Context: an optimization exercise on an open-source flow, tuned for small area and a short achievable clock period. The choices shown serve that exercise and are no tape-out recipe.
At most, simulation tests tie the RTL to the original design; equivalence was not proved.
For runs 3 to 6, only the layout was checked, not whether the RTL still works.
Power and IR drop assume default switching activity.

===== flow/config.mk =====
export PLATFORM = sky130hd
export DESIGN_NAME = neuron
export DESIGN_NICKNAME = neuron
export VERILOG_FILES = /design/flow/design.v
export SDC_FILE = /design/flow/constraint.sdc
export NUM_CORES = 4
export LEC_CHECK = 0
export CAP_MARGIN = 20
export CORE_MARGIN = 2
export CORE_UTILIZATION = 40
export SETUP_SLACK_MARGIN = 3.6
export SLEW_MARGIN = 20

===== flow/constraint.sdc =====
create_clock -name core_clock -period 6.0 [get_ports {clk}]
set_input_delay 1.2000 -clock core_clock [delete_from_list [all_inputs] [get_ports {clk}]]
set_output_delay 1.2000 -clock core_clock [all_outputs]
set_load 0.01 [all_outputs]

===== flow/design.v =====
module neuron(
    input  logic clk,
    input  logic rst_n,
    input  logic signed [7:0] x,
    input  logic signed [7:0] w,
    input  logic signed [7:0] bias,
    output logic signed [17:0] y
);
  logic [7:0] x1;
  logic [3:0] bone, btwo, bneg;
  wire [8:0] we = {w, 1'b0};
  logic [3:0] one_d, two_d, neg_d;
  always_comb begin
    for (int i = 0; i < 4; i++) begin
      one_d[i] = we[2*i+1] ^ we[2*i];
      two_d[i] = (we[2*i+2] & ~we[2*i+1] & ~we[2*i]) | (~we[2*i+2] & we[2*i+1] & we[2*i]);
      neg_d[i] = we[2*i+2] & ~(we[2*i+1] & we[2*i]);
    end
  end
  always_ff @(posedge clk or negedge rst_n) begin
    if (!rst_n) begin
      x1 <= 8'd0; bone <= 4'd0; btwo <= 4'd0; bneg <= 4'd0;
    end else begin
      x1 <= x; bone <= one_d; btwo <= two_d; bneg <= neg_d;
    end
  end
  wire sel0_0 = (bone[0] & x1[0]);
  wire sel0_1 = (bone[0] & x1[1]) | (btwo[0] & x1[0]);
  wire sel0_2 = (bone[0] & x1[2]) | (btwo[0] & x1[1]);
  wire sel0_3 = (bone[0] & x1[3]) | (btwo[0] & x1[2]);
  wire sel0_4 = (bone[0] & x1[4]) | (btwo[0] & x1[3]);
  wire sel0_5 = (bone[0] & x1[5]) | (btwo[0] & x1[4]);
  wire sel0_6 = (bone[0] & x1[6]) | (btwo[0] & x1[5]);
  wire sel0_7 = (bone[0] & x1[7]) | (btwo[0] & x1[6]);
  wire sel0_8 = (bone[0] & x1[7]) | (btwo[0] & x1[7]);
  wire pp0_0 = sel0_0 ^ bneg[0];
  wire pp0_1 = sel0_1 ^ bneg[0];
  wire pp0_2 = sel0_2 ^ bneg[0];
  wire pp0_3 = sel0_3 ^ bneg[0];
  wire pp0_4 = sel0_4 ^ bneg[0];
  wire pp0_5 = sel0_5 ^ bneg[0];
  wire pp0_6 = sel0_6 ^ bneg[0];
  wire pp0_7 = sel0_7 ^ bneg[0];
  wire ps0_s = sel0_8 ^ bneg[0];
  wire sel1_0 = (bone[1] & x1[0]);
  wire sel1_1 = (bone[1] & x1[1]) | (btwo[1] & x1[0]);
  wire sel1_2 = (bone[1] & x1[2]) | (btwo[1] & x1[1]);
  wire sel1_3 = (bone[1] & x1[3]) | (btwo[1] & x1[2]);
  wire sel1_4 = (bone[1] & x1[4]) | (btwo[1] & x1[3]);
  wire sel1_5 = (bone[1] & x1[5]) | (btwo[1] & x1[4]);
  wire sel1_6 = (bone[1] & x1[6]) | (btwo[1] & x1[5]);
  wire sel1_7 = (bone[1] & x1[7]) | (btwo[1] & x1[6]);
  wire sel1_8 = (bone[1] & x1[7]) | (btwo[1] & x1[7]);
  wire pp1_0 = sel1_0 ^ bneg[1];
  wire pp1_1 = sel1_1 ^ bneg[1];
  wire pp1_2 = sel1_2 ^ bneg[1];
  wire pp1_3 = sel1_3 ^ bneg[1];
  wire pp1_4 = sel1_4 ^ bneg[1];
  wire pp1_5 = sel1_5 ^ bneg[1];
  wire pp1_6 = sel1_6 ^ bneg[1];
  wire pp1_7 = sel1_7 ^ bneg[1];
  wire ps1_s = sel1_8 ^ bneg[1];
  wire sel2_0 = (bone[2] & x1[0]);
  wire sel2_1 = (bone[2] & x1[1]) | (btwo[2] & x1[0]);
  wire sel2_2 = (bone[2] & x1[2]) | (btwo[2] & x1[1]);
  wire sel2_3 = (bone[2] & x1[3]) | (btwo[2] & x1[2]);
  wire sel2_4 = (bone[2] & x1[4]) | (btwo[2] & x1[3]);
  wire sel2_5 = (bone[2] & x1[5]) | (btwo[2] & x1[4]);
  wire sel2_6 = (bone[2] & x1[6]) | (btwo[2] & x1[5]);
  wire sel2_7 = (bone[2] & x1[7]) | (btwo[2] & x1[6]);
  wire sel2_8 = (bone[2] & x1[7]) | (btwo[2] & x1[7]);
  wire pp2_0 = sel2_0 ^ bneg[2];
  wire pp2_1 = sel2_1 ^ bneg[2];
  wire pp2_2 = sel2_2 ^ bneg[2];
  wire pp2_3 = sel2_3 ^ bneg[2];
  wire pp2_4 = sel2_4 ^ bneg[2];
  wire pp2_5 = sel2_5 ^ bneg[2];
  wire pp2_6 = sel2_6 ^ bneg[2];
  wire pp2_7 = sel2_7 ^ bneg[2];
  wire ps2_s = sel2_8 ^ bneg[2];
  wire sel3_0 = (bone[3] & x1[0]);
  wire sel3_1 = (bone[3] & x1[1]) | (btwo[3] & x1[0]);
  wire sel3_2 = (bone[3] & x1[2]) | (btwo[3] & x1[1]);
  wire sel3_3 = (bone[3] & x1[3]) | (btwo[3] & x1[2]);
  wire sel3_4 = (bone[3] & x1[4]) | (btwo[3] & x1[3]);
  wire sel3_5 = (bone[3] & x1[5]) | (btwo[3] & x1[4]);
  wire sel3_6 = (bone[3] & x1[6]) | (btwo[3] & x1[5]);
  wire sel3_7 = (bone[3] & x1[7]) | (btwo[3] & x1[6]);
  wire sel3_8 = (bone[3] & x1[7]) | (btwo[3] & x1[7]);
  wire pp3_0 = sel3_0;
  wire pp3_1 = sel3_1 ^ (bneg[3] & (sel3_0));
  wire pp3_2 = sel3_2 ^ (bneg[3] & (sel3_0 | sel3_1));
  wire pp3_3 = sel3_3 ^ (bneg[3] & (sel3_0 | sel3_1 | sel3_2));
  wire pp3_4 = sel3_4 ^ (bneg[3] & (sel3_0 | sel3_1 | sel3_2 | sel3_3));
  wire pp3_5 = sel3_5 ^ (bneg[3] & (sel3_0 | sel3_1 | sel3_2 | sel3_3 | sel3_4));
  wire pp3_6 = sel3_6 ^ bneg[3];
  wire pp3_7 = sel3_7 ^ bneg[3];
  wire ps3_s = sel3_8 ^ bneg[3];
  wire neg3c = bneg[3] & ~(sel3_0 | sel3_1 | sel3_2 | sel3_3 | sel3_4 | sel3_5);
  wire hs0 = pp0_4 ^ pp1_2;
  wire hc0 = pp0_4 & pp1_2;
  wire hs1 = pp0_5 ^ pp1_3;
  wire hc1 = pp0_5 & pp1_3;
  wire fs2 = pp0_6 ^ pp1_4 ^ pp2_2;
  wire fc2 = (pp0_6 & pp1_4) | (pp0_6 & pp2_2) | (pp1_4 & pp2_2);
  wire fs3 = pp0_7 ^ pp1_5 ^ pp2_3;
  wire fc3 = (pp0_7 & pp1_5) | (pp0_7 & pp2_3) | (pp1_5 & pp2_3);
  wire fs4 = ps0_s ^ pp1_6 ^ pp2_4;
  wire fc4 = (ps0_s & pp1_6) | (ps0_s & pp2_4) | (pp1_6 & pp2_4);
  wire fs5 = ps0_s ^ pp1_7 ^ pp2_5;
  wire fc5 = (ps0_s & pp1_7) | (ps0_s & pp2_5) | (pp1_7 & pp2_5);
  wire fs6 = ~ps0_s ^ ~ps1_s ^ pp2_6;
  wire fc6 = (~ps0_s & ~ps1_s) | (~ps0_s & pp2_6) | (~ps1_s & pp2_6);
  wire hs7 = pp2_7 ^ 1'b1;
  wire hc7 = pp2_7 & 1'b1;
  wire hs8 = ~ps2_s ^ pp3_6;
  wire hc8 = ~ps2_s & pp3_6;
  wire hs9 = pp0_2 ^ pp1_0;
  wire hc9 = pp0_2 & pp1_0;
  wire hs10 = pp0_3 ^ pp1_1;
  wire hc10 = pp0_3 & pp1_1;
  wire fs11 = pp2_0 ^ bneg[2] ^ hs0;
  wire fc11 = (pp2_0 & bneg[2]) | (pp2_0 & hs0) | (bneg[2] & hs0);
  wire fs12 = pp2_1 ^ hs1 ^ hc0;
  wire fc12 = (pp2_1 & hs1) | (pp2_1 & hc0) | (hs1 & hc0);
  wire fs13 = pp3_0 ^ hc1 ^ fs2;
  wire fc13 = (pp3_0 & hc1) | (pp3_0 & fs2) | (hc1 & fs2);
  wire fs14 = pp3_1 ^ fs3 ^ fc2;
  wire fc14 = (pp3_1 & fs3) | (pp3_1 & fc2) | (fs3 & fc2);
  wire fs15 = pp3_2 ^ fs4 ^ fc3;
  wire fc15 = (pp3_2 & fs4) | (pp3_2 & fc3) | (fs4 & fc3);
  wire fs16 = pp3_3 ^ fs5 ^ fc4;
  wire fc16 = (pp3_3 & fs5) | (pp3_3 & fc4) | (fs5 & fc4);
  wire fs17 = pp3_4 ^ fs6 ^ fc5;
  wire fc17 = (pp3_4 & fs6) | (pp3_4 & fc5) | (fs6 & fc5);
  wire fs18 = pp3_5 ^ hs7 ^ fc6;
  wire fc18 = (pp3_5 & hs7) | (pp3_5 & fc6) | (hs7 & fc6);
  wire fs19 = neg3c ^ hs8 ^ hc7;
  wire fc19 = (neg3c & hs8) | (neg3c & hc7) | (hs8 & hc7);
  wire fs20 = pp3_7 ^ 1'b1 ^ hc8;
  wire fc20 = (pp3_7 & 1'b1) | (pp3_7 & hc8) | (1'b1 & hc8);
  logic [16:0] ps, pc;
  assign ps[15] = 1'b1;
  assign ps[16] = 1'b1;
  assign pc[1] = 1'b0;
  assign pc[15] = 1'b0;
  assign pc[16] = 1'b0;
  always_ff @(posedge clk) begin
    ps[0] <= pp0_0;
    ps[1] <= pp0_1;
    ps[2] <= bneg[1];
    ps[3] <= hs10;
    ps[4] <= fs11;
    ps[5] <= fs12;
    ps[6] <= fs13;
    ps[7] <= fs14;
    ps[8] <= fs15;
    ps[9] <= fs16;
    ps[10] <= fs17;
    ps[11] <= fs18;
    ps[12] <= fs19;
    ps[13] <= fs20;
    ps[14] <= ~ps3_s;
    pc[0] <= bneg[0];
    pc[2] <= hs9;
    pc[3] <= hc9;
    pc[4] <= hc10;
    pc[5] <= fc11;
    pc[6] <= fc12;
    pc[7] <= fc13;
    pc[8] <= fc14;
    pc[9] <= fc15;
    pc[10] <= fc16;
    pc[11] <= fc17;
    pc[12] <= fc18;
    pc[13] <= fc19;
    pc[14] <= fc20;
  end
  logic [8:0] alo;
  logic [16:9] ahi;
  logic cy;
  wire [16:0] acc = {ahi, alo};
  wire [16:0] cs_s = acc ^ ps ^ pc;
  wire [16:0] cs_c = (acc & ps) | (acc & pc) | (ps & pc);
  wire [9:0] lo_d = {1'b0, cs_s[8:0]} + {1'b0, cs_c[7:0], 1'b0};
  wire [7:0] hi_d = cs_s[16:9] + cs_c[15:8] + {7'd0, cy};
  always_ff @(posedge clk or negedge rst_n) begin
    if (!rst_n) begin
      alo <= 9'd0; ahi <= 8'd0; cy <= 1'b0;
    end else begin
      alo <= lo_d[8:0]; ahi <= hi_d; cy <= lo_d[9];
    end
  end
  logic vld;
  always_ff @(posedge clk or negedge rst_n) begin
    if (!rst_n) vld <= 1'b0;
    else vld <= 1'b1;
  end
  logic [8:0] vlo, vh;
  logic vcy, vb7;
  always_ff @(posedge clk) begin
    vlo <= {1'b0, alo[7:0]} + {1'b0, bias};
    vh  <= acc[16:8];
    vcy <= cy;
    vb7 <= bias[7];
  end
  wire [8:0] sh = vh + {7'd0, vcy, 1'b0};           
  wire c8 = vlo[8];
  wire [9:0] vd = {{9{vb7 & ~c8}}, vb7 ^ c8};        
  wire [9:0] vhi = {sh[8], sh} + vd;                 
  logic [16:0] r;
  wire keep = vld & ~vhi[9];
  always_ff @(posedge clk) r <= {vhi[8:0], vlo[7:0]} & {17{keep}};
  logic [16:0] r2, yr;
  always_ff @(posedge clk or negedge rst_n) begin
    if (!rst_n) begin r2 <= 17'd0; yr <= 17'd0; end
    else begin r2 <= r; yr <= r2; end
  end
  assign y = {1'b0, yr};
endmodule

===== flow/flow/run.sh =====
#!/bin/bash
# Standard ORFS layout, except that the port buffers are the smallest
# plain buffer (buffer_ports picks a slow delay cell by default) and the
# clock tree uses fewer, larger sink clusters and no dummy loads.
# Each step's full output goes to a log file in the work folder.
set -euo pipefail
export BUFFER_PORTS_ARGS="-buffer_cell sky130_fd_sc_hd__buf_1"
export CTS_ARGS="-sink_clustering_enable -repair_clock_nets -sink_clustering_size 30 -sink_clustering_max_diameter 200 -buf_list {sky130_fd_sc_hd__clkbuf_4 sky130_fd_sc_hd__clkbuf_8} -dont_use_dummy_load"
bash standard.sh synth > synth.log 2>&1
bash standard.sh > layout.log 2>&1

===== flow/standard.sh =====
#!/bin/bash
# synth_recipe.tcl (not shown) runs the flow's synth.tcl, then flattens the netlist and writes it again
# the make line also repeats each setting of config.mk as NAME=value (left out here)
make -C /OpenROAD-flow-scripts/flow DESIGN_CONFIG=/design/flow/config.mk WORK_HOME=/design/flow/orfs CLKGATE_MAP_FILE= SYNTH_SCRIPT=/design/flow/synth_recipe.tcl "${@:-finish}"

==> results.yml, run 1 <==
timing:
  rsz0062_at_grt: "yes"
  fin_skew_ns: 0.0199
  tns_ns: 0
  hold_viol_final: 0
  slew_headroom_pct: 40.7
  fin_crit_sh_pct: 41.6
  period_needed_ns: 2.50
  worstMarginPinSlew_ns: 0.890
  timing.fmax_ghz: 0.401
  slew_violations: 0
  setup_viol: 0
clock_tree:
  clock-sinks: 139
  clk_path_buf_depth: 2
  insertion_delay_ns: 0.42
  cts_buffers: 17
  clk_pin_slew_ns: 0.07
  cts_tree: "built"
  root_buffer: "clkbuf_8"
  postCtsHoldBufs: 0
  cts-htree-levels: 4
final_layout:
  finalNetCount: 695
  fin_util_pct: 45.4
  syn_to_final_growth_pct: 11.3
  diodes: 0
  final_area_sq_um: 7180
  drive_above_1_share_pct: 10.5
logic_synthesis:
  synth.distinct_cells: 53
  yosys_warnings: 1
  syn_area_sq_um: 6450
  synth-edff-count: 0
  synthSimpleGateAreaFrac_pct: 6.09
  synth-compound-area-share_pct: 13.6
  syn-num-nets: 649
  avgSynthCellArea_sq_um: 11.8
  synth_top_area_cell: "dfrtp_1"
  synth_top_area_share_pct: 28.3
  synth_adder_area_share_pct: 18.5
  post-synth-top-count-cell: "dfrtp_1"
  synthXorXnorAreaFrac_pct: 8.01
  synth_top_family_by_area: "adder cells"
  async_flop_share_pct: 52.5
  netlist_top_cells_area: "dfrtp_1 (28%), dfxtp_1 (20%), fa_1 (9.9%)"
  synth.area.mux_share_pct: 0.175
  ys.flop_type: "dfrtp_1"
  ys_seq_area_share_pct: 48.8
  netlist_top_cells_count: "dfrtp_1 (73), dfxtp_1 (66), inv_1 (53)"
  ys_ff_latch: 139
  netlist_instances: 547
floorplanning:
  die_area_sq_um: 17200
  io_pins: 44
  die_h_um: 131
  coreArea_sq_um: 15800
  num_rows: 46
  start_util_pct: 40.8
  die_w_um: 131
drt:
  vias_per_cell: 4.79
  drt-initial-drc-count: 106
  firstDrtPassIters: 4
  final_antenna_net_count: 0
  num_vias: 3868
  finalWirelength_mm: 9.91
  drc: 0
  post_drt_wl_per_cell_um: 12.3
worst_setup_path:
  crit_required_ns: 6.35
  cp_top_family: "adder cells"
  critPathKind: "flop to flop"
  r2r_slack_ns: 3.50
  critical_path.max_fanout: 2
  cp_num_buf_inv: 2
  max_stage_delay_ns: 0.52
  cp-end-kind: "flop"
  slowest_stage: "fa_1"
  cp.arrival_ns: 2.84
  startpoint_type: "flop"
  worstPathCellList: "inv_1 -> fa_1 -> inv_1 -> fa_2 -> fa_2 -> a21o_1 -> a21oi_2 -> o21bai_1 -> a21oi_2 -> xnor2_1"
  reg2reg_from: "ps[9]"
  reg2reg_depth: 10
  r2r_end: "ahi[15]"
grt:
  grt.overflow.total: 0
  groute.usage.overall_pct: 12.8
  antenna_found_initial: 0
  grt_start_max_net_pins: 74
  grt_pass1_vias: 3870
  grt_pass1_wl_mm: 17.1
place:
  dpl_cell_area_sq_um: 6820
  gp_routability_congestion: 0.849
  dpl.hpwl_mm: 7.40
  portBuffers: 42
power_and_ir_drop:
  p_per_area_nw_per_um2: 591
  power.leakage_nw: 3.17
  vdd_ir_drop_max_mv: 0.220
min_path:
  hold_depth: 0
  whs_endpoint: "r2[12]"
  min_path_type: "flop to flop"
  worstHoldStart: "r[12]"
run_status:
  outcome: "complete, no violations"
run:
  cap_violations: 0
[cells in the final DEF, fill, tap and decap left out, types with 3 or more instances in the layout]
cell,synthesis,routed
a211oi_1,7,4
a211oi_2,10,13
a21o_1,7,7
a21oi_1,19,16
a21oi_2,1,4
a22o_1,3,3
a22oi_1,24,24
buf_1,0,41
buf_4,1,7
clkbuf_8,0,17
dfrtp_1,73,73
dfxtp_1,66,66
fa_1,32,28
fa_2,0,4
ha_1,44,41
inv_1,53,52
nand2_1,19,19
nand2b_1,6,6
nand3_1,7,7
nand3b_1,4,4
nor2_1,14,14
nor2b_1,5,5
nor3_1,8,7
o211ai_1,3,3
o21ai_0,7,7
o21ai_1,17,17
o21bai_1,4,4
o31ai_1,4,4
xnor2_1,35,34
xor2_1,24,24
[where the power goes]
| group | leakage, nW | internal, mW | total (mW) | switching, mW |
|---|---|---|---|---|
| Clock | 0.122 | 0.249 | 0.527 | 0.279 |
| Sequential | 1.47 | 1.30 | 1.47 | 0.166 |
| Combinational | 1.58 | 1.08 | 2.26 | 1.17 |
[area by class of cell]
type                    instances  area [sq um]
multi-input cells             330          3080
clock buffers                  17           234
inverters                      54           203
well taps                     216           270
flip-flops and latches        139          3150
fillers                      1461          8640
repair buffers                 51           249
[routing by layer]
| layer | part of all wire, % | vias up | GRT usage [%] |
|---|---|---|---|
| met4 | 2.2 | 0 | 5.69 |
| met5 | 0 | - | 0 |
| met2 | 49 | 91 | 21.8 |
| met3 | 4.9 | 17 | 4.56 |
| li1 | - | 1928 | - |
| met1 | 44 | 1832 | 14.6 |
[state kept, by name (all words and copies together), names as in the netlist]
| register | flops |
|---|---|
| r | 17 |
| bneg | 4 |
| x1 | 8 |
| vlo | 9 |
| vcy | 1 |
| cy | 1 |
| vld | 1 |
| bone | 4 |
| vh | 9 |
| vb7 | 1 |
| ahi | 8 |
| ps | 15 |
| btwo | 4 |
| alo | 9 |
| r2 | 17 |
| yr | 17 |
| pc | 14 |
[what timing repair did]
item / 4_1_cts / 5_1_grt
buffers inserted: 5 / 2
pin swaps: 8 / 3
endpoints found under the setup margin: 4 / 12
gates resized for setup: 2 / 12
[cells by family after synthesis]
group,after synthesis
simple gates,74
flops,139
fa+ha+maj,76
mux,1
xor+xnor,59
compound gates,118
buf+inv,78
other cells,2
[metrics by stage]
step | power [mW] | setup slack [ns] | hold slack [ns] | std cells
after CTS | 4.18 | 3.50 | 0.317 | 805
after detailed placement | 3.51 | 3.27 | 0.320 | 783
after global routing | 4.65 | 3.42 | 0.319 | 807
after floorplan | 3.10 | 3.55 | 0.316 | 547
final | 4.25 | 3.50 | 0.316 | 807
after global placement | 3.38 | 3.31 | 0.317 | 783
[worst max path at each step]
| stage | start | end | slack (ns) | cells after the start |
|---|---|---|---|---|
| after global routing | ahi[9] | ahi[15] | 3.42 | 10 |
| final | ps[9] | ahi[15] | 3.50 | 10 |
| after detailed placement | bias[0] | vlo[8] | 3.27 | 9 |
| after floorplan | bias[0] | vlo[8] | 3.55 | 8 |
| after global placement | bias[0] | vlo[8] | 3.31 | 9 |
| after CTS | ahi[9] | ahi[15] | 3.50 | 10 |
==> run 2, diff against run 1 <==
--- a/flow/config.mk
+++ b/flow/config.mk
@@ -10,3 +10,3 @@
 export CORE_UTILIZATION = 40
-export SETUP_SLACK_MARGIN = 3.6
+export SETUP_SLACK_MARGIN = 3.8
 export SLEW_MARGIN = 20
==> results.yml, run 2 <==
logic_synthesis:
  synth_top_area_share_pct: 28.3
  synth-edff-count: 0
  ys.flop_type: "dfrtp_1"
  netlist_top_cells_area: "dfrtp_1 (28%), dfxtp_1 (20%), fa_1 (9.9%)"
  post-synth-top-count-cell: "dfrtp_1"
  ys_ff_latch: 139
  synth.distinct_cells: 53
  syn-num-nets: 649
  yosys_warnings: 1
  avgSynthCellArea_sq_um: 11.8
  async_flop_share_pct: 52.5
  netlist_top_cells_count: "dfrtp_1 (73), dfxtp_1 (66), inv_1 (53)"
  synth_top_area_cell: "dfrtp_1"
  syn_area_sq_um: 6450
  netlist_instances: 547
  ys_seq_area_share_pct: 48.8
final_layout:
  finalNetCount: 711
  syn_to_final_growth_pct: 17.3
  largest_registers: "r2: 17 flops, r: 17 flops, yr: 17 flops"
  drive_above_1_share_pct: 20.6
  final_common_cell: "dfrtp_1"
  diodes: 0
  final_cell_mix: "dfrtp_1 (66), dfxtp_1 (63), inv_1 (50)"
power_and_ir_drop:
  total_power_mw: 4.56
  seq_power_share_pct: 32.4
  power_frac_comb_pct: 56.0
  netSwitchingFraction_pct: 38.1
  vdd_ir_drop_max_mv: 0.225
  internal-power_mw: 2.82
  power_frac_clock_pct: 11.6
  p_sw_mw: 1.73
  p_per_area_nw_per_um2: 602
  power.leakage_nw: 3.31
timing:
  timing.fmax_ghz: 0.412
  period_needed_ns: 2.42
  rsz0062_at_grt: "yes"
  slew_violations: 0
  tns_ns: 0
  fin_crit_sh_pct: 40.4
  slew_headroom_pct: 40.5
  hold_viol_final: 0
  fin_skew_ns: 0.0194
  worstMarginPinSlew_ns: 0.893
  setup_viol: 0
floorplanning:
  die_w_um: 131
  num_rows: 46
  io_pins: 44
  die_h_um: 131
  start_util_pct: 40.8
  die_area_sq_um: 17200
  coreArea_sq_um: 15800
worst_setup_path:
  startpoint_type: "flop"
  cp.arrival_ns: 2.77
  cp-end-kind: "flop"
  critical_path.max_fanout: 2
  critPathKind: "flop to flop"
  crit_required_ns: 6.35
drt:
  met3_length_um: 432
  vias_per_cell: 4.67
  top_layer: "met4"
  firstDrtPassIters: 4
  drc: 0
  num_vias: 3846
  finalWirelength_mm: 10.2
  drt-initial-drc-count: 113
  final_antenna_net_count: 0
  met2WireLength_mm: 5.18
  post_drt_wl_per_cell_um: 12.4
  wl_met1_mm: 4.45
place:
  gp_routability_congestion: 0.851
  portBuffers: 42
  dpl.hpwl_mm: 7.15
grt:
  groute.usage.overall_pct: 13.0
  grt.overflow.total: 0
  grt_pass1_wl_mm: 17.4
  grt_pass1_vias: 3963
  grt_start_max_net_pins: 74
  antenna_found_initial: 0
clock_tree:
  root_buffer: "clkbuf_8"
  clock-sinks: 139
  cts_buffers: 17
  cts_tree: "built"
  insertion_delay_ns: 0.42
  cts-htree-levels: 4
  clk_pin_slew_ns: 0.07
  clk_path_buf_depth: 2
run:
  cap_violations: 0
run_status:
  outcome: "complete, no violations"
min_path:
  min_path_type: "flop to flop"
==> run 2: cell counts after synthesis <==
Identical to the previous run, type by type.
==> run 2: critical path: stages (launching register included) <==
cell and delay (ns):
dfrtp_1 0.35, inv_1 0.05, fa_1 0.47, inv_1 0.05
fa_2 0.36, fa_2 0.36, a21o_1 0.18, a21oi_2 0.15
o21bai_1 0.08, a21oi_1 0.17, xnor2_1 0.13
==> run 2: through the flow <==
| step | worst slack (ns) | util [%] | hold slack (ns) | cells | cell area (sq um) |
|---|---|---|---|---|---|
| 5_1_grt | 3.48 | 47.8 | 0.322 | 823 | 7570 |
| 3_5_place_dp | 3.25 | 43.1 | 0.320 | 783 | 6820 |
| 2_1_floorplan | 3.55 | - | 0.316 | 547 | 6480 |
| 4_1_cts | 3.56 | 45.5 | 0.325 | 813 | 7210 |
| 3_3_place_gp | 3.31 | 43.1 | 0.318 | 783 | 6820 |
| 6_report | 3.58 | 47.8 | 0.325 | 823 | 7570 |
==> run 2: path summary, 6_finish.rpt <==
| path | to | startpoint | slack (ns) | depth (start not counted) |
|---|---|---|---|---|
| min reg2reg | r2[13] | r[13] | 0.32 | 0 |
| max in group asynchronous | bone[0] | rst_n | 4.44 | 1 |
| min in group asynchronous | yr[0] | rst_n | 0.89 | 1 |
| max reg2reg | ahi[15] | ahi[9] | 3.58 | 10 |
| max | ahi[15] | ahi[9] | 3.58 | 10 |
| min | r2[13] | r[13] | 0.32 | 0 |
==> run 2: power by group through the flow <==
stage	combinational, mW	sequential, mW	clock [mW]
2_1_floorplan	1.65	1.46	0
3_3_place_gp	1.91	1.49	0
3_5_place_dp	2.00	1.49	0
4_1_cts	2.15	1.47	0.558
5_1_grt	2.85	1.52	0.595
6_report	2.55	1.48	0.529
==> run 2: cells by family after synthesis <==
family	share of synthesized area, %
AOI/OAI and AO/OA	13.6
xor gates and xnor gates	8.01
adders and majority gates	18.5
buffers and inverters	4.81
DFF	48.8
muxes	0.175
other	0.116
and+or+nand+nor	6.09
==> run 2: layout make-up <==
| class | instances | area [sq um] |
|---|---|---|
| Tap cell | 216 | 270 |
| Clock buffer | 17 | 234 |
| Sequential cell | 139 | 3160 |
| Multi-Input combinational cell | 330 | 3290 |
| Inverter | 54 | 203 |
| Timing Repair Buffer | 67 | 414 |
| Fill cell | 1446 | 8260 |
==> run 2: repair_timing <==
action | 4_1_cts | 5_1_grt
cloned | 0 | 1
buffers inserted | 13 | 9
endpoints found under the setup margin | 24 | 38
gates resized for setup | 9 | 65
hold buffers | 0 | 0
pin swaps | 12 | 43
==> run 2: layer usage <==
layer	track usage, %	vias up
met2	22.0	67
met5	0	-
met3	4.44	10
li1	-	1960
met1	14.7	1809
met4	6.51	0
==> run 3, diff against run 2 <==
--- a/flow/design.v
+++ b/flow/design.v
@@ -185,3 +185,4 @@
   wire [9:0] lo_d = {1'b0, cs_s[8:0]} + {1'b0, cs_c[7:0], 1'b0};
-  wire [7:0] hi_d = cs_s[16:9] + cs_c[15:8] + {7'd0, cy};
+  wire [8:0] hi_w = {cs_s[16:9], 1'b1} + {cs_c[15:8], cy};
+  wire [7:0] hi_d = hi_w[8:1];
   always_ff @(posedge clk or negedge rst_n) begin
@@ -199,10 +200,9 @@
   logic [8:0] vlo, vh;
-  logic vcy, vb7;
+  logic vb7;
   always_ff @(posedge clk) begin
     vlo <= {1'b0, alo[7:0]} + {1'b0, bias};
-    vh  <= acc[16:8];
-    vcy <= cy;
+    vh  <= acc[16:8] + {7'd0, cy, 1'b0};              
     vb7 <= bias[7];
   end
-  wire [8:0] sh = vh + {7'd0, vcy, 1'b0};           
+  wire [8:0] sh = vh;
   wire c8 = vlo[8];
--- a/flow/config.mk
+++ b/flow/config.mk
@@ -10,3 +10,3 @@
 export CORE_UTILIZATION = 40
-export SETUP_SLACK_MARGIN = 3.8
+export SETUP_SLACK_MARGIN = 0
 export SLEW_MARGIN = 20
==> results.yml, run 3 <==
worst_setup_path:
  worstPathCellList: "ha_1 -> ha_1 -> a311oi_1 -> o21ai_0 -> o31ai_1 -> a21oi_1 -> o21ai_4 -> nor2_1"
  cp-end-kind: "flop"
  max_stage_delay_ns: 0.69
  cp_top_family: "compound AO/OA/AOI/OAI gates"
  critPathMostFrequentCell: "ha_1"
  cp.arrival_ns: 3.27
  r2r_slack_ns: 3.01
  startpoint_type: "flop"
  slowest_stage: "o21ai_4"
  critical_path.max_fanout: 20
  r2r_end: "r[14]"
  crit_required_ns: 6.28
  cp_num_buf_inv: 0
  critPathKind: "flop to flop"
  reg2reg_from: "vb7"
  reg2reg_depth: 8
clock_tree:
  insertion_delay_ns: 0.43
  root_buffer: "clkbuf_8"
  clk_pin_slew_ns: 0.06
  cts-htree-levels: 4
  cts_buffers: 17
  cts_resized: 0
  clock-sinks: 138
  cts_tree: "built"
  post_cts_buffers: 0
  clk_path_buf_depth: 2
  postCtsHoldBufs: 0
grt:
  groute.usage.overall_pct: 12.6
  grt_pass1_wl_mm: 17.9
  antenna_found_initial: 0
  grt_start_max_net_pins: 74
  grt.overflow.total: 0
  grt_pass1_vias: 4008
timing:
  slew_headroom_pct: 40.8
  timing.fmax_ghz: 0.335
  setup_viol: 0
  rsz0062_at_grt: "no"
  tns_ns: 0
  slew_violations: 0
  fin_skew_ns: 0.0212
  hold_viol_final: 0
  fin_crit_sh_pct: 49.8
  worstMarginPinSlew_ns: 0.889
  period_needed_ns: 2.99
logic_synthesis:
  netlist_instances: 582
  synth.distinct_cells: 59
  netlist_top_cells_area: "dfrtp_1 (28%), dfxtp_1 (20%), fa_1 (9.1%)"
  yosys_warnings: 1
  synth_top_area_share_pct: 27.6
  syn-num-nets: 678
  synth.area.mux_share_pct: 0.397
  syn_area_sq_um: 6620
  ys_seq_area_share_pct: 47.3
  synth_top_family_by_area: "adder cells"
  ys.flop_type: "dfrtp_1"
  synthSimpleGateAreaFrac_pct: 9.11
  synth_adder_area_share_pct: 16.6
  synth-compound-area-share_pct: 12.2
  avgSynthCellArea_sq_um: 11.4
  async_flop_share_pct: 52.9
  synthXorXnorAreaFrac_pct: 8.87
  synth-edff-count: 0
  synth_top_area_cell: "dfrtp_1"
  netlist_top_cells_count: "dfrtp_1 (73), dfxtp_1 (65), inv_1 (56)"
  post-synth-top-count-cell: "dfrtp_1"
  ys_ff_latch: 138
power_and_ir_drop:
  internal-power_mw: 2.42
  netSwitchingFraction_pct: 37.3
  total_power_mw: 3.86
  seq_power_share_pct: 38.5
  p_per_area_nw_per_um2: 540
  power_frac_comb_pct: 47.9
  power_frac_clock_pct: 13.5
  p_sw_mw: 1.44
  vdd_ir_drop_max_mv: 0.181
  power.leakage_nw: 3.16
run:
  cap_violations: 0
final_layout:
  syn_to_final_growth_pct: 7.96
  largest_registers: "r2: 17 flops, r: 17 flops, yr: 17 flops"
  fin_util_pct: 43.7
  final_area_sq_um: 7150
  final_common_cell: "dfrtp_1"
  drive_above_1_share_pct: 7.18
  finalNetCount: 711
  final_cell_mix: "dfrtp_1 (73), dfxtp_1 (65), inv_1 (56)"
  diodes: 0
drt:
  final_antenna_net_count: 0
  num_vias: 3960
  vias_per_cell: 4.75
  post_drt_wl_per_cell_um: 12.0
  drc: 0
  firstDrtPassIters: 4
  drt-initial-drc-count: 171
  finalWirelength_mm: 10.0
floorplanning:
  num_rows: 47
  start_util_pct: 40.5
  die_area_sq_um: 17600
  die_h_um: 133
  die_w_um: 133
  coreArea_sq_um: 16300
  io_pins: 44
min_path:
  whs_endpoint: "r2[15]"
  worstHoldStart: "r[15]"
  min_path_type: "flop to flop"
  hold_depth: 0
place:
  dpl.hpwl_mm: 7.50
  dpl_cell_area_sq_um: 6910
  gp_routability_congestion: 0.839
  portBuffers: 42
run_status:
  outcome: "complete, no violations"
==> run 3: changes by cell type in the layout (fill, tap and decap cells not counted), sizes merged, moves of 4 or more <==
cell / change
buf: -20
nor2: +17
a211oi: -15
xnor2: +9
nand2: +8
clkbuf: -5
nand2b: +5
nor2b: +5
ha: -4
==> run 3: through the flow <==
stage | setup WS, ns | std cells | hold slack (ns)
after floorplan | 3.52 | 582 | 0.316
after global placement | 3.07 | 816 | 0.318
after detailed placement | 3.00 | 816 | 0.320
after CTS | 2.98 | 833 | 0.330
after global routing | 2.67 | 833 | 0.333
final | 3.01 | 833 | 0.328
==> run 3: per-layer routing <==
metal / wire length (um) / GRT usage [%] / share of wire [%] / vias to the layer above
li1: - / - / - / 1987
met1: 4620 / 14.9 / 46 / 1872
met2: 4780 / 21.2 / 48 / 82
met3: 389 / 4.44 / 3.9 / 19
met4: 205 / 4.84 / 2.0 / 0
met5: 0 / 0 / 0 / -
==> run 3: how the worst max path moves through the flow <==
stage               startpoint      to  slack [ns]  cells after the start
detailed placement      vlo[8]   r[11]        3.00                      9
global placement        vlo[8]   r[10]        3.07                      9
CTS                        vb7   r[13]        2.98                      8
finish                     vb7   r[14]        3.01                      8
floorplan              bias[0]  vlo[8]        3.52                      9
global route            vlo[8]   r[13]        2.67                      9
==> run 3: layout make-up <==
| cell class | instances | area (sq um) |
|---|---|---|
| fillers | 1601 | 9200 |
| multi-input cells | 359 | 3130 |
| inverters | 57 | 214 |
| clock buffers | 17 | 234 |
| repair buffers | 42 | 161 |
| well taps | 220 | 275 |
| flip-flops and latches | 138 | 3130 |
==> run 3: cell families after synthesis <==
kind of cell               count (synthesis)
xor gates and xnor gates                  67
buffers and inverters                     85
DFF                                      138
muxes                                      2
adders and majority gates                 70
and+or+nand+nor                          104
other                                      2
AOI/OAI and AO/OA                        114
==> run 3: worst reg2reg max path, delay by kind of cell, from the launching register on <==
family	cells	cell delay [ns]
adders and majority gates	2	1.08
AOI/OAI and AO/OA	5	1.31
DFF	1	0.35
and+or+nand+nor	1	0.11
==> run 3: power by group through the flow <==
| stage | Combinational, mW | Clock, mW | Sequential, mW |
|---|---|---|---|
| final | 1.85 | 0.523 | 1.49 |
| after global routing | 2.15 | 0.595 | 1.53 |
| after CTS | 1.88 | 0.548 | 1.49 |
| after detailed placement | 1.87 | 0 | 1.51 |
| after global placement | 1.80 | 0 | 1.51 |
| after floorplan | 1.59 | 0 | 1.45 |
==> run 4, diff against run 3 <==
--- a/flow/config.mk
+++ b/flow/config.mk
@@ -10,3 +10,3 @@
 export CORE_UTILIZATION = 40
-export SETUP_SLACK_MARGIN = 0
+export SETUP_SLACK_MARGIN = 3.6
 export SLEW_MARGIN = 20
==> results.yml, run 4 <==
run_status:
  outcome: "complete, no violations"
logic_synthesis:
  synth_top_area_share_pct: 27.6
  ys.flop_type: "dfrtp_1"
  netlist_instances: 582
  synth.distinct_cells: 59
  netlist_top_cells_area: "dfrtp_1 (28%), dfxtp_1 (20%), fa_1 (9.1%)"
  netlist_top_cells_count: "dfrtp_1 (73), dfxtp_1 (65), inv_1 (56)"
  syn_area_sq_um: 6620
  post-synth-top-count-cell: "dfrtp_1"
  syn-num-nets: 678
  avgSynthCellArea_sq_um: 11.4
  ys_seq_area_share_pct: 47.3
  synth-edff-count: 0
  async_flop_share_pct: 52.9
  ys_ff_latch: 138
  synth_top_area_cell: "dfrtp_1"
  yosys_warnings: 1
worst_setup_path:
  crit_required_ns: 6.36
  max_stage_delay_ns: 0.53
  worstPathCellList: "inv_2 -> fa_1 -> inv_1 -> ha_1 -> a21o_1 -> a21oi_2 -> o21ai_2 -> or4_4 -> o311ai_4 -> xnor2_1"
  startpoint_type: "flop"
  cp.arrival_ns: 2.79
  cp_num_buf_inv: 2
  critical_path.max_fanout: 2
  critPathKind: "flop to flop"
  cp-end-kind: "flop"
  cp_top_family: "adder cells"
  slowest_stage: "fa_1"
final_layout:
  finalNetCount: 722
  diodes: 0
  largest_registers: "r2: 17 flops, r: 17 flops, yr: 17 flops"
  fin_util_pct: 45.2
  syn_to_final_growth_pct: 11.7
  fin_cells: 844
  final_common_cell: "dfrtp_1"
  final_cell_mix: "dfrtp_1 (73), dfxtp_1 (65), inv_1 (54)"
  drive_above_1_share_pct: 12.2
clock_tree:
  clk_path_buf_depth: 2
  root_buffer: "clkbuf_8"
  clk_pin_slew_ns: 0.08
  clock-sinks: 138
  cts-htree-levels: 4
  cts_buffers: 17
  insertion_delay_ns: 0.44
  cts_tree: "built"
timing:
  fin_crit_sh_pct: 40.6
  period_needed_ns: 2.43
  hold_viol_final: 0
  tns_ns: 0
  setup_viol: 0
  rsz0062_at_grt: "yes"
  fin_skew_ns: 0.0204
  slew_headroom_pct: 61.4
  timing.fmax_ghz: 0.411
  worstMarginPinSlew_ns: 0.579
  holdWs_ns: 0.305
  slew_violations: 0
run:
  cap_violations: 0
grt:
  grt_pass1_wl_mm: 17.8
  grt_pass1_vias: 4057
  grt.overflow.total: 0
  antenna_found_initial: 0
  grt_start_max_net_pins: 74
  groute.usage.overall_pct: 12.6
floorplanning:
  start_util_pct: 40.5
  die_w_um: 133
  num_rows: 47
  io_pins: 44
  die_h_um: 133
  coreArea_sq_um: 16300
  die_area_sq_um: 17600
power_and_ir_drop:
  seq_power_share_pct: 35.9
  vdd_ir_drop_max_mv: 0.178
  p_per_area_nw_per_um2: 561
  p_sw_mw: 1.56
  netSwitchingFraction_pct: 37.6
  power_frac_comb_pct: 51.4
  power.leakage_nw: 3.25
  internal-power_mw: 2.59
  power_frac_clock_pct: 12.7
place:
  dpl.cell_count: 816
  portBuffers: 42
  dpl.hpwl_mm: 7.39
  gp_routability_congestion: 0.834
drt:
  drc: 0
  post_drt_wl_per_cell_um: 12.0
  finalWirelength_mm: 10.1
  final_antenna_net_count: 0
  vias_per_cell: 4.74
  drt-initial-drc-count: 176
  num_vias: 3997
  firstDrtPassIters: 5
min_path:
  min_path_type: "flop to flop"
run 4: final timing paths:
kind / startpoint / endpoint / slack, ns / depth (start not counted)
worst min-delay path: r[4] / r2[4] / 0.30 / 0
max in group asynchronous: rst_n / bneg[1] / 4.65 / 2
worst max-delay path: ahi[9] / ahi[15] / 3.57 / 10
worst min register to register: r[4] / r2[4] / 0.30 / 0
min in group asynchronous: rst_n / yr[0] / 0.75 / 1
worst max register to register: ahi[9] / ahi[15] / 3.57 / 10
run 4: stage by stage:
stage	area, sq um	setup WS [ns]	power, mW
after floorplan	6650	3.60	3.06
after global placement	6940	3.09	3.32
after detailed placement	6940	2.99	3.39
after CTS	7270	3.55	4.01
after global routing	7390	3.39	4.56
final	7390	3.57	4.15
run 4: final cells by class:
class	instances	area (sq um)
inverters	57	214
well taps	220	275
flip-flops and latches	138	3130
multi-input cells	359	3250
repair buffers	53	294
fillers	1531	8950
clock buffers	17	234
run 4: what timing repair did:
item                       CTS  global route
setup endpoints to repair   18            26
pin swaps                    3            12
gates resized for setup      2            20
setup buffers                6             4
gates cloned                 0             0
hold buffers                 0             0
run 4: power groups by stage:
stage	registers [mW]	logic [mW]	clock network, mW
6_report	1.49	2.13	0.528
3_3_place_gp	1.51	1.82	0
3_5_place_dp	1.51	1.88	0
2_1_floorplan	1.45	1.61	0
4_1_cts	1.50	1.96	0.556
5_1_grt	1.53	2.44	0.590
run 4: logic make-up (layout without fill, tap and decap cells):
| group | after synthesis | count (layout) | synth area share (%) |
|---|---|---|---|
| flops | 138 | 138 | 47.3 |
| compound gates | 114 | 114 | 12.2 |
| simple gates | 104 | 104 | 9.11 |
| buf+inv | 85 | 127 | 5.41 |
| fa+ha+maj | 70 | 70 | 16.6 |
| xor+xnor | 67 | 67 | 8.87 |
| other cells | 2 | 2 | 0.113 |
| mux | 2 | 2 | 0.397 |
run 4: per-layer routing:
layer	GRT usage [%]	share of wire, %
met1	14.9	46
met2	20.8	48
met5	0	0
met3	4.25	4.5
met4	5.56	1.3
==> run 5, diff against run 4 <==
--- a/flow/config.mk
+++ b/flow/config.mk
@@ -10,3 +10,3 @@
 export CORE_UTILIZATION = 40
-export SETUP_SLACK_MARGIN = 3.6
+export SETUP_SLACK_MARGIN = 3.2
 export SLEW_MARGIN = 20
==> results.yml, run 5 <==
run_status:
  outcome: "complete, no violations"
worst_setup_path:
  reg2reg_depth: 10
  startpoint_type: "flop"
  cp-end-kind: "flop"
  worstPathCellList: "inv_1 -> fa_1 -> inv_1 -> ha_1 -> a21o_1 -> a21oi_2 -> o21ai_1 -> or4_1 -> o311ai_1 -> xnor2_1"
  slowest_stage: "fa_1"
  critical_path.max_fanout: 2
  critPathKind: "flop to flop"
  critPathMostFrequentCell: "inv_1"
  crit_required_ns: 6.34
  r2r_slack_ns: 3.52
  worstSetupPathDepth: 10
  max_stage_delay_ns: 0.58
  cp.arrival_ns: 2.82
  cp_top_family: "adder cells"
  cp_num_buf_inv: 2
power_and_ir_drop:
  power.leakage_nw: 3.17
  netSwitchingFraction_pct: 37.2
  p_sw_mw: 1.44
  power_frac_clock_pct: 13.5
  power_frac_comb_pct: 48.1
  p_per_area_nw_per_um2: 540
  internal-power_mw: 2.43
  seq_power_share_pct: 38.4
  total_power_mw: 3.87
  vdd_ir_drop_max_mv: 0.181
grt:
  groute.usage.overall_pct: 12.6
  grt_start_max_net_pins: 74
  grt_pass1_vias: 4018
  grt_pass1_wl_mm: 17.9
  grt.overflow.total: 0
  antenna_found_initial: 0
logic_synthesis:
  netlist_top_cells_area: "dfrtp_1 (28%), dfxtp_1 (20%), fa_1 (9.1%)"
  ys.flop_type: "dfrtp_1"
  syn_area_sq_um: 6620
  avgSynthCellArea_sq_um: 11.4
  async_flop_share_pct: 52.9
  syn-num-nets: 678
  synth_top_area_cell: "dfrtp_1"
  yosys_warnings: 1
  post-synth-top-count-cell: "dfrtp_1"
  netlist_instances: 582
  synth-edff-count: 0
  synth_top_area_share_pct: 27.6
  ys_ff_latch: 138
  netlist_top_cells_count: "dfrtp_1 (73), dfxtp_1 (65), inv_1 (56)"
  ys_seq_area_share_pct: 47.3
  synth.distinct_cells: 59
floorplanning:
  num_rows: 47
  coreArea_sq_um: 16300
  die_h_um: 133
  die_w_um: 133
  io_pins: 44
  die_area_sq_um: 17600
  start_util_pct: 40.5
timing:
  slew_headroom_pct: 40.2
  setup_viol: 0
  fin_crit_sh_pct: 41.3
  worstMarginPinSlew_ns: 0.897
  timing.fmax_ghz: 0.403
  period_needed_ns: 2.48
  fin_skew_ns: 0.0225
  holdWs_ns: 0.328
  hold_viol_final: 0
  rsz0062_at_grt: "no"
  slew_violations: 0
  setup_slack_ns: 3.52
  tns_ns: 0
run:
  cap_violations: 0
place:
  pre_cts_ws_ns: 3.00
  gp_routability_congestion: 0.839
  portBuffers: 42
  dpl.hpwl_mm: 7.50
  dpl.cell_count: 816
drt:
  finalWirelength_mm: 10.0
  final_antenna_net_count: 0
  drt-initial-drc-count: 148
  drc: 0
  num_vias: 3949
  post_drt_wl_per_cell_um: 12.0
  firstDrtPassIters: 4
  vias_per_cell: 4.74
clock_tree:
  cts_buffers: 17
  root_buffer: "clkbuf_8"
  cts-htree-levels: 4
  clk_path_buf_depth: 2
  clock-sinks: 138
  insertion_delay_ns: 0.43
  cts_tree: "built"
  clk_pin_slew_ns: 0.06
final_layout:
  syn_to_final_growth_pct: 8.30
  num-fill-cells: 1604
  drive_above_1_share_pct: 7.49
  final_common_cell: "dfrtp_1"
  finalNetCount: 712
  fin_cells: 834
  final_cell_mix: "dfrtp_1 (73), dfxtp_1 (65), inv_1 (56)"
  largest_registers: "r2: 17 flops, r: 17 flops, yr: 17 flops"
  diodes: 0
min_path:
  hold_depth: 0
  min_path_type: "flop to flop"
[run 5: worst paths after layout]
path                       startpoint  endpoint
setup reg to reg                ps[9]   ahi[15]
hold / removal                  r[15]    r2[15]
setup / recovery                ps[9]   ahi[15]
hold reg to reg                 r[15]    r2[15]
max in group asynchronous       rst_n     x1[7]
min in group asynchronous       rst_n     yr[2]
[run 5: layer usage]
| metal | global-route usage [%] | part of all wire (%) |
|---|---|---|
| met5 | 0 | 0 |
| met4 | 4.84 | 1.5 |
| met3 | 4.44 | 3.8 |
| met2 | 21.2 | 48 |
| met1 | 14.9 | 46 |
[run 5: cell families after synthesis]
family          synth area share, %
flops                          47.3
compound gates                 12.2
simple gates                   9.11
buf+inv                        5.41
fa+ha+maj                      16.6
xor+xnor                       8.87
other cells                   0.113
mux                           0.397
[run 5: stage by stage]
| stage | cell area [sq um] | utilization, % |
|---|---|---|
| after floorplan | 6620 | - |
| after global placement | 6910 | 42.3 |
| after detailed placement | 6910 | 42.3 |
| after CTS | 7170 | 43.8 |
| after global routing | 7170 | 43.8 |
| final | 7170 | 43.8 |
[run 5: power by group through the flow]
stage	Combinational, mW	Clock [mW]	Sequential, mW
6_report	1.86	0.522	1.49
3_5_place_dp	1.87	0	1.51
5_1_grt	2.16	0.595	1.53
4_1_cts	1.89	0.548	1.49
2_1_floorplan	1.59	0	1.45
3_3_place_gp	1.80	0	1.51
[run 5: final cells by class]
| cell class | instances | area, sq um | area share [%] |
|---|---|---|---|
| Inverter | 57 | 214 | 2.98 |
| Sequential cell | 138 | 3130 | 43.6 |
| Timing Repair Buffer | 43 | 181 | 2.53 |
| Tap cell | 220 | 275 | 3.84 |
| Clock buffer | 17 | 234 | 3.26 |
| Multi-Input combinational cell | 359 | 3140 | 43.7 |
[run 5: repair_timing]
action,4_1_cts,5_1_grt
setup buffers,1,0
gates resized for setup,0,1
hold buffers,0,0
pin swaps,1,0
setup endpoints to repair,16,16
==> run 6, diff against run 5 <==
--- a/flow/config.mk
+++ b/flow/config.mk
@@ -10,3 +10,3 @@
 export CORE_UTILIZATION = 40
-export SETUP_SLACK_MARGIN = 3.2
+export SETUP_SLACK_MARGIN = 3.45
 export SLEW_MARGIN = 20
==> results.yml, run 6 <==
run_status:
  outcome: "complete, no violations"
logic_synthesis:
  syn_area_sq_um: 6620
  ys_ff_latch: 138
  ys.flop_type: "dfrtp_1"
  netlist_top_cells_count: "dfrtp_1 (73), dfxtp_1 (65), inv_1 (56)"
  yosys_warnings: 1
  post-synth-top-count-cell: "dfrtp_1"
  synth.distinct_cells: 59
  async_flop_share_pct: 52.9
  netlist_top_cells_area: "dfrtp_1 (28%), dfxtp_1 (20%), fa_1 (9.1%)"
  ys_seq_area_share_pct: 47.3
  syn-num-nets: 678
  synth-edff-count: 0
  synth_top_area_cell: "dfrtp_1"
  avgSynthCellArea_sq_um: 11.4
  synth_top_area_share_pct: 27.6
  netlist_instances: 582
final_layout:
  diodes: 0
  num-fill-cells: 1603
  drive_above_1_share_pct: 7.64
  final_cell_mix: "dfrtp_1 (73), dfxtp_1 (65), inv_1 (56)"
  fin_cells: 835
  syn_to_final_growth_pct: 8.56
  final_common_cell: "dfrtp_1"
  largest_registers: "r2: 17 flops, r: 17 flops, yr: 17 flops"
  finalNetCount: 713
  final_area_sq_um: 7190
worst_setup_path:
  reg2reg_depth: 10
  cp-end-kind: "flop"
  r2r_slack_ns: 3.56
  critPathKind: "flop to flop"
  crit_required_ns: 6.34
  cp.arrival_ns: 2.79
  r2r_end: "ahi[15]"
  reg2reg_from: "ps[9]"
  critical_path.max_fanout: 2
  startpoint_type: "flop"
power_and_ir_drop:
  internal-power_mw: 2.45
  power_frac_comb_pct: 48.5
  p_sw_mw: 1.45
  vdd_ir_drop_max_mv: 0.181
  p_per_area_nw_per_um2: 543
  seq_power_share_pct: 38.1
  netSwitchingFraction_pct: 37.2
  total_power_mw: 3.90
  power_frac_clock_pct: 13.4
  power.leakage_nw: 3.17
place:
  dpl.hpwl_mm: 7.50
  gp_routability_congestion: 0.839
  dpl.cell_count: 816
  portBuffers: 42
  dpl_cell_area_sq_um: 6910
clock_tree:
  cts_tree: "built"
  cts-htree-levels: 4
  root_buffer: "clkbuf_8"
  clk_pin_slew_ns: 0.06
  clock-sinks: 138
  clk_path_buf_depth: 2
  insertion_delay_ns: 0.43
  cts_buffers: 17
timing:
  slew_headroom_pct: 40.2
  setup_viol: 0
  slew_violations: 0
  holdWs_ns: 0.328
  fin_crit_sh_pct: 40.7
  hold_viol_final: 0
  fin_skew_ns: 0.0231
  period_needed_ns: 2.44
  rsz0062_at_grt: "yes"
  tns_ns: 0
  timing.fmax_ghz: 0.409
  worstMarginPinSlew_ns: 0.897
drt:
  num_vias: 3948
  vias_per_cell: 4.73
  final_antenna_net_count: 0
  post_drt_wl_per_cell_um: 12.0
  firstDrtPassIters: 5
  drc: 0
  drt-initial-drc-count: 168
  finalWirelength_mm: 10.0
grt:
  grt_start_max_net_pins: 74
  grt_pass1_wl_mm: 18.0
  grt_pass1_vias: 4024
  grt.overflow.total: 0
  groute.usage.overall_pct: 12.6
  antenna_found_initial: 0
min_path:
  hold_depth: 0
  min_path_type: "flop to flop"
  worstHoldStart: "r[15]"
  whs_endpoint: "r2[15]"
run:
  cap_violations: 0
floorplanning:
  die_area_sq_um: 17600
  num_rows: 47
  io_pins: 44
  coreArea_sq_um: 16300
  start_util_pct: 40.5
  die_h_um: 133
  die_w_um: 133
[run 6: layout make-up]
cell class | instances | area, sq um | area share [%]
Timing Repair Buffer | 44 | 189 | 2.63
Tap cell | 220 | 275 | 3.83
Inverter | 57 | 214 | 2.98
Sequential cell | 138 | 3130 | 43.5
Clock buffer | 17 | 234 | 3.26
Multi-Input combinational cell | 359 | 3150 | 43.8
[run 6: power by group through the flow]
stage	registers (mW)	logic [mW]	clock network [mW]
floorplan	1.45	1.59	0
global placement	1.51	1.80	0
detailed placement	1.51	1.87	0
CTS	1.49	1.89	0.548
global route	1.53	2.19	0.595
finish	1.49	1.89	0.522
[run 6: metal layers]
layer	global-route usage [%]	vias to the layer above	part of all wire (%)
met4	4.84	0	1.7
li1	-	1992	-
met1	14.9	1861	46
met2	21.2	79	48
met3	4.44	16	3.9
met5	0	-	0
[run 6: how the worst max path moves through the flow]
stage	from	endpoint	slack, ns	depth (start not counted)
floorplan	bias[0]	vlo[8]	3.52	9
global placement	vlo[8]	r[10]	3.07	9
finish	ps[9]	ahi[15]	3.56	10
CTS	ps[9]	ahi[15]	3.51	10
detailed placement	vlo[8]	r[11]	3.00	9
global route	ps[9]	ahi[15]	3.40	10
[run 6: what timing repair did]
action / 4_1_cts / 5_1_grt
setup buffers: 1 / 1
hold buffers: 0 / 0
resized for setup: 1 / 2
setup endpoints to repair: 16 / 13
pin swaps: 1 / 1
[run 6: kinds of logic after synthesis]
| logic type | count (synthesis) | synth area share, % |
|---|---|---|
| AO/OA/AOI/OAI | 114 | 12.2 |
| XOR/XNOR | 67 | 8.87 |
| adder cells (fa/ha/maj) | 70 | 16.6 |
| buffers and inverters | 85 | 5.41 |
| flip-flops | 138 | 47.3 |
| multiplexers | 2 | 0.397 |
| other | 2 | 0.113 |
| AND/OR/NAND/NOR | 104 | 9.11 |
[run 6: worst max-delay path: stages, from the launching register on]
cell      delay [ns]
dfxtp_1         0.30
inv_1           0.05
fa_1            0.58
inv_1           0.05
ha_1            0.28
a21o_1          0.18
a21oi_2         0.15
o21ai_1         0.11
or4_1           0.40
o311ai_1        0.11
xnor2_1         0.16
[run 6: per-stage QoR]
stage / util [%] / worst slack, ns
after global routing: 44.0 / 3.40
after CTS: 43.8 / 3.51
final: 44.0 / 3.56
after floorplan: - / 3.52
after detailed placement: 42.3 / 3.00
after global placement: 42.3 / 3.07
==> run 7, diff against run 6 <==
--- a/flow/design.v
+++ b/flow/design.v
@@ -210,9 +210,16 @@
   wire [9:0] vhi = {sh[8], sh} + vd;                 
-  logic [16:0] r;
-  wire keep = vld & ~vhi[9];
-  always_ff @(posedge clk) r <= {vhi[8:0], vlo[7:0]} & {17{keep}};
-  logic [16:0] r2, yr;
-  always_ff @(posedge clk or negedge rst_n) begin
-    if (!rst_n) begin r2 <= 17'd0; yr <= 17'd0; end
-    else begin r2 <= r; yr <= r2; end
+  logic [17:0] v5;
+  always_ff @(posedge clk) v5 <= {vhi, vlo[7:0]};
+  logic vld2;
+  always_ff @(posedge clk or negedge rst_n) begin
+    if (!rst_n) vld2 <= 1'b0;
+    else vld2 <= vld;
+  end
+  logic [16:0] r2;
+  wire keep = vld2 & ~v5[17];
+  always_ff @(posedge clk) r2 <= v5[16:0] & {17{keep}};
+  logic [16:0] yr;
+  always_ff @(posedge clk or negedge rst_n) begin
+    if (!rst_n) yr <= 17'd0;
+    else yr <= r2;
   end
==> results.yml, run 7 <==
run_status:
  outcome: "complete, no violations"
final_layout:
  final_cell_mix: "dfxtp_1 (83), dfrtp_1 (57), xnor2_1 (44)"
  drive_above_1_share_pct: 5.29
  final_common_cell: "dfxtp_1"
  largest_register: "v5"
  syn_to_final_growth_pct: 8.10
  finalNetCount: 702
  diodes: 0
  largest_register_ffs: 18
  largest_registers: "v5: 18 flops, r2: 17 flops, yr: 17 flops"
worst_setup_path:
  reg2reg_depth: 8
  startpoint_type: "primary input"
  r2r_slack_ns: 3.60
  r2r_end: "cy"
  cp-end-kind: "flop"
  critical_path.max_fanout: 2
  critPathKind: "primary input to flop"
  crit_required_ns: 6.36
  cp.arrival_ns: 2.79
  reg2reg_from: "alo[1]"
floorplanning:
  start_util_pct: 40.9
  die_w_um: 131
  die_area_sq_um: 17200
  die_h_um: 131
  coreArea_sq_um: 15800
  num_rows: 46
  io_pins: 44
clock_tree:
  clk_path_buf_depth: 2
  root_buffer: "clkbuf_8"
  clock-sinks: 140
  clk_pin_slew_ns: 0.07
  cts_tree: "built"
  cts-htree-levels: 4
  insertion_delay_ns: 0.43
  postCtsHoldBufs: 0
  post_cts_buffers: 0
  cts_buffers: 17
timing:
  worstMarginPinSlew_ns: 0.881
  slew_violations: 0
  period_needed_ns: 2.44
  timing.fmax_ghz: 0.410
  slew_headroom_pct: 41.3
  setup_viol: 0
  rsz0062_at_grt: "no"
  holdWs_ns: 0.316
  hold_viol_final: 0
  fin_skew_ns: 0.0177
  fin_crit_sh_pct: 40.6
  tns_ns: 0
grt:
  grt_pass1_vias: 3946
  grt_pass1_wl_mm: 17.4
  groute.usage.overall_pct: 12.4
  grt_start_max_net_pins: 58
  grt.overflow.total: 0
  antenna_found_initial: 0
drt:
  num_vias: 3914
  finalWirelength_mm: 9.79
  firstDrtPassIters: 4
  final_antenna_net_count: 0
  drt-initial-drc-count: 269
  post_drt_wl_per_cell_um: 11.9
  drc: 0
  vias_per_cell: 4.77
logic_synthesis:
  post-synth-top-count-cell: "dfxtp_1"
  syn-num-nets: 671
  synth_top_area_share_pct: 25.7
  synth.distinct_cells: 59
  netlist_top_cells_area: "dfxtp_1 (26%), dfrtp_1 (22%), fa_1 (9.3%)"
  ys_seq_area_share_pct: 47.7
  netlist_instances: 576
  synth_top_area_cell: "dfxtp_1"
  ys_ff_latch: 140
  netlist_top_cells_count: "dfxtp_1 (83), dfrtp_1 (57), xnor2_1 (44)"
  syn_area_sq_um: 6470
  ys.flop_type: "dfxtp_1"
  avgSynthCellArea_sq_um: 11.2
  yosys_warnings: 1
  async_flop_share_pct: 40.7
  synth-edff-count: 0
place:
  gp_routability_congestion: 0.854
  dpl.hpwl_mm: 7.26
  portBuffers: 42
power_and_ir_drop:
  power.leakage_nw: 3.04
  p_per_area_nw_per_um2: 547
  vdd_ir_drop_max_mv: 0.248
min_path:
  min_path_type: "flop to flop"
  worstHoldStart: "vlo[7]"
  hold_depth: 0
  whs_endpoint: "v5[7]"
run:
  cap_violations: 0
==> run 7: cell types whose count changed after synthesis, sizes merged, moves of 3 or more <==
cell,delta
and2,+18
dfxtp,+18
dfrtp,-16
a211oi,+3
clkbuf,+4
nor2,-4
o221ai,-3
o21a,+3
nand2,-8
inv,-16
nor4,+3
==> run 7: worst max-delay path by stage <==
stage	startpoint	endpoint	slack, ns
after global routing	vlo[8]	v5[14]	3.46
after CTS	bias[0]	vlo[6]	3.52
after detailed placement	bias[0]	vlo[6]	3.07
final	bias[0]	vlo[6]	3.56
after global placement	bias[0]	vlo[6]	3.22
after floorplan	bias[0]	vlo[6]	3.41
==> run 7: layout make-up <==
type                    count  area [sq um]
well taps                 216           270
fillers                  1484          8830
flip-flops and latches    140          3090
clock buffers              17           234
multi-input cells         364          3080
repair buffers             43           166
inverters                  41           154
==> run 7: what timing repair did <==
action	CTS	global route
gates resized for setup	0	2
setup endpoints to repair	0	2
endpoints found under the hold margin	0	0
==> run 7: kinds of logic after synthesis <==
family,Yosys count,synth area share (%)
xor+xnor,66,8.93
flops,140,47.7
fa+ha+maj,69,16.8
other cells,2,0.116
compound gates,112,11.6
mux,2,0.329
buf+inv,72,5.12
simple gates,113,9.40
==> run 7: critical path, stage by stage <==
cell and delay [ns]:
buf_1 0.10, ha_4 0.17, fa_2 0.39, a21o_1 0.17, a21oi_2 0.16, nor2b_1 0.09, o31ai_2 0.28, a21boi_1 0.23
==> run 7: per-stage QoR <==
step,utilization [%],instance area [sq um],std cells,setup WS (ns),power (mW)
finish,44.2,7000,821,3.56,3.83
global placement,42.6,6750,804,3.22,3.23
CTS,44.1,6980,821,3.52,3.85
floorplan,-,6490,576,3.41,3.00
global route,44.2,7000,821,3.46,4.20
detailed placement,42.6,6750,804,3.07,3.31
==> run 7: per-layer routing <==
layer | global-route usage (%) | vias up | share of wire, %
met5 | 0 | - | 0
met4 | 5.92 | 0 | 1.9
met3 | 3.67 | 15 | 4.2
met2 | 21.3 | 80 | 49
met1 | 14.2 | 1849 | 45
li1 | - | 1970 | -
==> run 7: power by group <==
group          internal (mW)  switching [mW]  total, mW
logic                  0.869           0.896       1.76
clock network          0.248           0.284      0.532
registers               1.31           0.218       1.53
total                   2.43            1.40       3.83
==> run 8, diff against run 7 <==
--- a/flow/config.mk
+++ b/flow/config.mk
@@ -10,3 +10,3 @@
 export CORE_UTILIZATION = 40
-export SETUP_SLACK_MARGIN = 3.45
+export SETUP_SLACK_MARGIN = 3.6
 export SLEW_MARGIN = 20
==> results.yml, run 8 <==
place:
  portBuffers: 42
  pre_cts_ws_ns: 3.07
  dpl.cell_count: 804
  dpl.hpwl_mm: 7.26
  gp_routability_congestion: 0.854
timing:
  setup_viol: 0
  hold_viol_final: 0
  fin_skew_ns: 0.0174
  setup_slack_ns: 3.62
  period_needed_ns: 2.38
  timing.fmax_ghz: 0.421
  slew_violations: 0
  tns_ns: 0
  rsz0062_at_grt: "yes"
  slew_headroom_pct: 47.3
  worstMarginPinSlew_ns: 0.789
  fin_crit_sh_pct: 39.6
grt:
  grt.overflow.total: 0
  groute.usage.overall_pct: 12.4
  antenna_found_initial: 0
  grt_pass1_vias: 3952
  grt_pass1_wl_mm: 17.4
  grt_start_max_net_pins: 58
floorplanning:
  num_rows: 46
  io_pins: 44
  start_util_pct: 40.9
  coreArea_sq_um: 15800
  die_h_um: 131
  die_w_um: 131
  die_area_sq_um: 17200
power_and_ir_drop:
  p_per_area_nw_per_um2: 553
  power.leakage_nw: 3.06
  vdd_ir_drop_max_mv: 0.247
worst_setup_path:
  max_stage_delay_ns: 0.39
  critical_path.max_fanout: 2
  slowest_stage: "fa_2"
  startpoint_type: "primary input"
  worstPathCellList: "buf_1 -> ha_4 -> fa_2 -> a21o_1 -> a21oi_2 -> nor2b_1 -> o31ai_2 -> a21boi_2"
  crit_required_ns: 6.35
  critPathKind: "primary input to flop"
  cp.arrival_ns: 2.73
  cp-end-kind: "flop"
drt:
  post_drt_wl_per_cell_um: 11.9
  vias_per_cell: 4.78
  finalWirelength_mm: 9.84
  drc: 0
  num_vias: 3935
  final_antenna_net_count: 0
  drt-initial-drc-count: 280
  firstDrtPassIters: 5
logic_synthesis:
  syn_area_sq_um: 6470
  netlist_instances: 576
  netlist_top_cells_area: "dfxtp_1 (26%), dfrtp_1 (22%), fa_1 (9.3%)"
  ys_seq_area_share_pct: 47.7
  synth-edff-count: 0
  ys.flop_type: "dfxtp_1"
  post-synth-top-count-cell: "dfxtp_1"
  avgSynthCellArea_sq_um: 11.2
  synth_top_area_share_pct: 25.7
  syn-num-nets: 671
  async_flop_share_pct: 40.7
  synth_top_area_cell: "dfxtp_1"
  synth.distinct_cells: 59
  ys_ff_latch: 140
  netlist_top_cells_count: "dfxtp_1 (83), dfrtp_1 (57), xnor2_1 (44)"
  yosys_warnings: 1
clock_tree:
  insertion_delay_ns: 0.42
  root_buffer: "clkbuf_8"
  clk_path_buf_depth: 2
  clock-sinks: 140
  clk_pin_slew_ns: 0.07
  cts-htree-levels: 4
  cts_buffers: 17
  cts_tree: "built"
final_layout:
  largest_registers: "v5: 18 flops, r2: 17 flops, yr: 17 flops"
  syn_to_final_growth_pct: 8.87
  drive_above_1_share_pct: 7.07
  multiInputGateArea_sq_um: 3110
  finalNetCount: 705
  largest_register: "v5"
  fin_cells: 824
  diodes: 0
  fin_util_pct: 44.5
  register_area_sq_um: 3090
  final_common_cell: "dfxtp_1"
  final_cell_mix: "dfxtp_1 (83), dfrtp_1 (57), xnor2_1 (44)"
  largest_register_ffs: 18
  num-fill-cells: 1479
min_path:
  min_path_type: "flop to flop"
run:
  cap_violations: 0
run_status:
  outcome: "complete, no violations"
## run 8: cell counts after synthesis
Identical to the previous run, type by type.
## run 8: final timing paths
kind / startpoint / to / slack, ns / cells after the start
max: bias[0] / vlo[6] / 3.62 / 8
min: vlo[7] / v5[7] / 0.31 / 0
max reg2reg: ahi[9] / ahi[15] / 3.63 / 9
min reg2reg: vlo[7] / v5[7] / 0.31 / 0
max in group asynchronous: rst_n / bone[1] / 4.60 / 2
min in group asynchronous: rst_n / yr[1] / 0.89 / 2
## run 8: through the flow
step | hold WS, ns | total power, mW | instance area [sq um]
5_1_grt | 0.318 | 4.27 | 7050
2_1_floorplan | 0.310 | 3.00 | 6490
4_1_cts | 0.311 | 3.88 | 7000
3_3_place_gp | 0.313 | 3.23 | 6750
6_report | 0.315 | 3.90 | 7050
3_5_place_dp | 0.312 | 3.31 | 6750
## run 8: power by group
part	switching [mW]	internal [mW]
combinational	0.927	0.908
clock	0.280	0.249
sequential	0.220	1.31
total	1.43	2.47
## run 8: critical path, delay by kind of cell
family,cells,cell delay (ns)
AOI/OAI and AO/OA,4,0.79
adders and majority gates,2,0.56
buffers and inverters,1,0.10
and+or+nand+nor,1,0.09
## run 8: logic make-up after synthesis
group                      synth area share, %
DFF                                       47.7
and+or+nand+nor                           9.40
AOI/OAI and AO/OA                         11.6
buffers and inverters                     5.12
adders and majority gates                 16.8
xor gates and xnor gates                  8.93
other                                    0.116
muxes                                    0.329
## run 8: metal layers
| layer | track usage, % | part of all wire [%] |
|---|---|---|
| met1 | 14.2 | 45 |
| met2 | 21.3 | 48 |
| met3 | 3.67 | 5.0 |
| met4 | 5.92 | 1.5 |
| met5 | 0 | 0 |
## run 8: final cells by class
| cell class | count | share of cell area, % |
|---|---|---|
| inverters | 41 | 2.18 |
| clock buffers | 17 | 3.32 |
| flip-flops and latches | 140 | 43.8 |
| repair buffers | 46 | 2.68 |
| well taps | 216 | 3.84 |
| multi-input cells | 364 | 44.2 |
## run 8: what timing repair did
| item | CTS | global route |
|---|---|---|
| resized for setup | 3 | 7 |
| buffers inserted | 0 | 3 |
| pin swaps | 0 | 11 |
| setup endpoints to repair | 3 | 9 |
| hold buffers | 0 | 0 |
| endpoints found under the hold margin | 0 | 0 |

separate check: timing with driven ports:
The flow's constraints put no driver on any port. The routed layouts listed below were extracted and timed again, unchanged, in two steps.
Step 1, drivers: a clkbuf_16 drives clk and a buf_2 each remaining input, both assumed.
Step 2 also shifts input and output timing later by t, the mid clock arrival at the registers, as if the neighbouring blocks saw the same clock.
Slacks: no drivers / after step 1 / after step 2; pairs: no drivers / after step 1.
run	shift t [ns]	setup WS [ns]	worst data-port slew with drivers (ns)	pins driven straight from the clock port
run 1	0.454	3.505 / 3.505 / 3.229	0.04	1
run 2	0.453	3.575 / 3.575 / 3.369	0.05	1
run 3	0.453	3.011 / 3.011 / 3.011	0.04	1
run 4	0.456	3.566 / 3.566 / 3.372	0.04	1
run 5	0.450	3.521 / 3.521 / 3.281	0.04	1
run 6	0.453	3.555 / 3.555 / 3.281	0.04	1
run 7	0.461	3.563 / 3.575 / 3.114	0.04	1
run 8	0.450	3.623 / 3.631 / 3.186	0.04	1
After both steps every run listed still meets setup and hold. For run 7, which loses most, drivers alone change the setup slack by +0.012 ns; drivers and shift together by -0.449 ns.
